This is an optimization exercise on Yosys and OpenROAD, whose aim is small area and a short achievable clock period, not a production implementation.

==> run a: inputs <==
// montgomery_kyber
module montgomery_kyber(clk, a, b, out);
input clk;
input [11:0] a, b;
output [11:0] out;
wire n0;
k_nand2 un0 (.a(a[0]), .b(b[0]), .y(n0));
wire n1;
k_nand2 un1 (.a(a[0]), .b(b[1]), .y(n1));
wire n2;
k_nand2 un2 (.a(a[0]), .b(b[2]), .y(n2));
wire n3;
k_nand2 un3 (.a(a[0]), .b(b[3]), .y(n3));
wire n4;
k_nand2 un4 (.a(a[0]), .b(b[4]), .y(n4));
wire n5;
k_nand2 un5 (.a(a[0]), .b(b[5]), .y(n5));
wire n6;
k_nand2 un6 (.a(a[0]), .b(b[6]), .y(n6));
wire n7;
k_nand2 un7 (.a(a[0]), .b(b[7]), .y(n7));
wire n8;
k_nand2 un8 (.a(a[0]), .b(b[8]), .y(n8));
wire n9;
k_nand2 un9 (.a(a[0]), .b(b[9]), .y(n9));
wire n10;
k_nand2 un10 (.a(a[0]), .b(b[10]), .y(n10));
wire n11;
k_nand2 un11 (.a(a[0]), .b(b[11]), .y(n11));
wire n12;
k_nand2 un12 (.a(a[1]), .b(b[0]), .y(n12));
wire n13;
k_nand2 un13 (.a(a[1]), .b(b[1]), .y(n13));
wire n14;
k_nand2 un14 (.a(a[1]), .b(b[2]), .y(n14));
wire n15;
k_nand2 un15 (.a(a[1]), .b(b[3]), .y(n15));
wire n16;
k_nand2 un16 (.a(a[1]), .b(b[4]), .y(n16));
wire n17;
k_nand2 un17 (.a(a[1]), .b(b[5]), .y(n17));
wire n18;
k_nand2 un18 (.a(a[1]), .b(b[6]), .y(n18));
wire n19;
k_nand2 un19 (.a(a[1]), .b(b[7]), .y(n19));
wire n20;
k_nand2 un20 (.a(a[1]), .b(b[8]), .y(n20));
wire n21;
k_nand2 un21 (.a(a[1]), .b(b[9]), .y(n21));
wire n22;
k_nand2 un22 (.a(a[1]), .b(b[10]), .y(n22));
wire n23;
k_nand2 un23 (.a(a[1]), .b(b[11]), .y(n23));
wire n24;
k_nand2 un24 (.a(a[2]), .b(b[0]), .y(n24));
wire n25;
k_nand2 un25 (.a(a[2]), .b(b[1]), .y(n25));
wire n26;
k_nand2 un26 (.a(a[2]), .b(b[2]), .y(n26));
wire n27;
k_nand2 un27 (.a(a[2]), .b(b[3]), .y(n27));
wire n28;
k_nand2 un28 (.a(a[2]), .b(b[4]), .y(n28));
wire n29;
k_nand2 un29 (.a(a[2]), .b(b[5]), .y(n29));
  ...
export LEC_CHECK = 0
export CAP_MARGIN = 20
export CORE_MARGIN = 2
export CORE_UTILIZATION = 40
export SETUP_SLACK_MARGIN = 5
export SLEW_MARGIN = 20
export SYNTH_HIERARCHICAL = 1
export SYNTH_MINIMUM_KEEP_SIZE = 0
create_clock -name core_clock -period 12.0 [get_ports {clk}]
standard.sh (not shown) runs the stock make flow with config.mk's settings and CLKGATE_MAP_FILE= SYNTH_SCRIPT=/design/flow/synth_recipe.tcl, a recipe that flattens the netlist after the stock synthesis.
==> flow/flow/run.sh <==
#!/bin/bash
set -euo pipefail
MARGIN=${MARGIN:-5.5}
BUF=${BUF:-sky130_fd_sc_hd__buf_1}
bash standard.sh "SETUP_SLACK_MARGIN=$MARGIN" \
  "BUFFER_PORTS_ARGS=-buffer_cell $BUF" finish > flow_make.log 2>&1
==> inputs of run b, as changes to run a <==
==> flow/flow/run.sh (replaced) <==
#!/bin/bash
set -euo pipefail
MARGIN=${MARGIN:-5.75}
BUF=${BUF:-sky130_fd_sc_hd__buf_1}
RECOVER=${RECOVER:-0}
bash standard.sh "SETUP_SLACK_MARGIN=$MARGIN" \
  "BUFFER_PORTS_ARGS=-buffer_cell $BUF" "RECOVER_POWER=$RECOVER" finish > flow_make.log 2>&1
==> comparison <==
- In clock-buffer cell count, run b and run a do not differ.
- Of run b and run a, run b has the higher first-iteration DRC count (gap 34%, measured against run a).
- Between run b and run a, the lower non-clock buffer count is in run a (gap 20).
- Against run b, the sequential share of layout area of run a is higher by 0.24 points.
- In run a the routed wire length is lower than in run b, by 5.4%.
- In run a the cell area is smaller than in run b, by 5.1%.
==> figures <==
Global Route met3 Usage: run a 1.503%; run b 0.8591%
GR Layer Usage met1: run a 21.73%; run b 22.82%
Largest stage delay, worst path: run a 0.50 ns; run b 0.58 ns
Worst-margin pin slew: run a 0.6692 ns; run b 0.5063 ns
First-pass GRT wire length: run a 21740 um; run b 22350 um
Top achievable clock speed: run a 0.1591 GHz; run b 0.1618 GHz
Outcome: run a complete, no violations; run b complete, no violations
Count of nets after finishing: run a 845; run b 865
Detail Route met2 WL: run a 6542 um; run b 7089 um
Max-slew headroom at the worst pin: run a 55.39%; run b 66.00%
Worst-path maximum fanout: run a 8; run b 5
Routed wl met3: run a 513 um; run b 599 um
Function was not checked in any run of this note: the RTL went through the layout flow alone.

what the ideal ports hide:
How much do the figures lean on ideal ports? The routed layouts below were timed once more, with nothing changed but the port constraints. Step 1, drivers: a clkbuf_16 drives clk and a buf_2 each remaining input, both assumed. Step 2 adds t to the input delays and takes it off the output delays; t is the mean of the earliest and latest rising clock arrival at the registers after step 1. Input paths then give back, and output paths get back, about the clock's delay inside the block. Slacks: ideal ports / drivers / drivers and shift; pairs: ideal ports / drivers.
run	t, ns	setup slack, ns	slew at the worst register clock pin (ns)	worst data-port slew with drivers (ns)	pins driven straight from the clock port
run a	0.285	5.716 / 5.682 / 5.450	0.05 / 0.05	0.03	1
run b	0.283	5.820 / 5.787 / 5.612	0.06 / 0.06	0.04	1
After both steps setup and hold are still met in every run listed. For run a, which loses most, drivers alone change the setup slack by -0.034 ns; drivers and shift together by -0.266 ns.
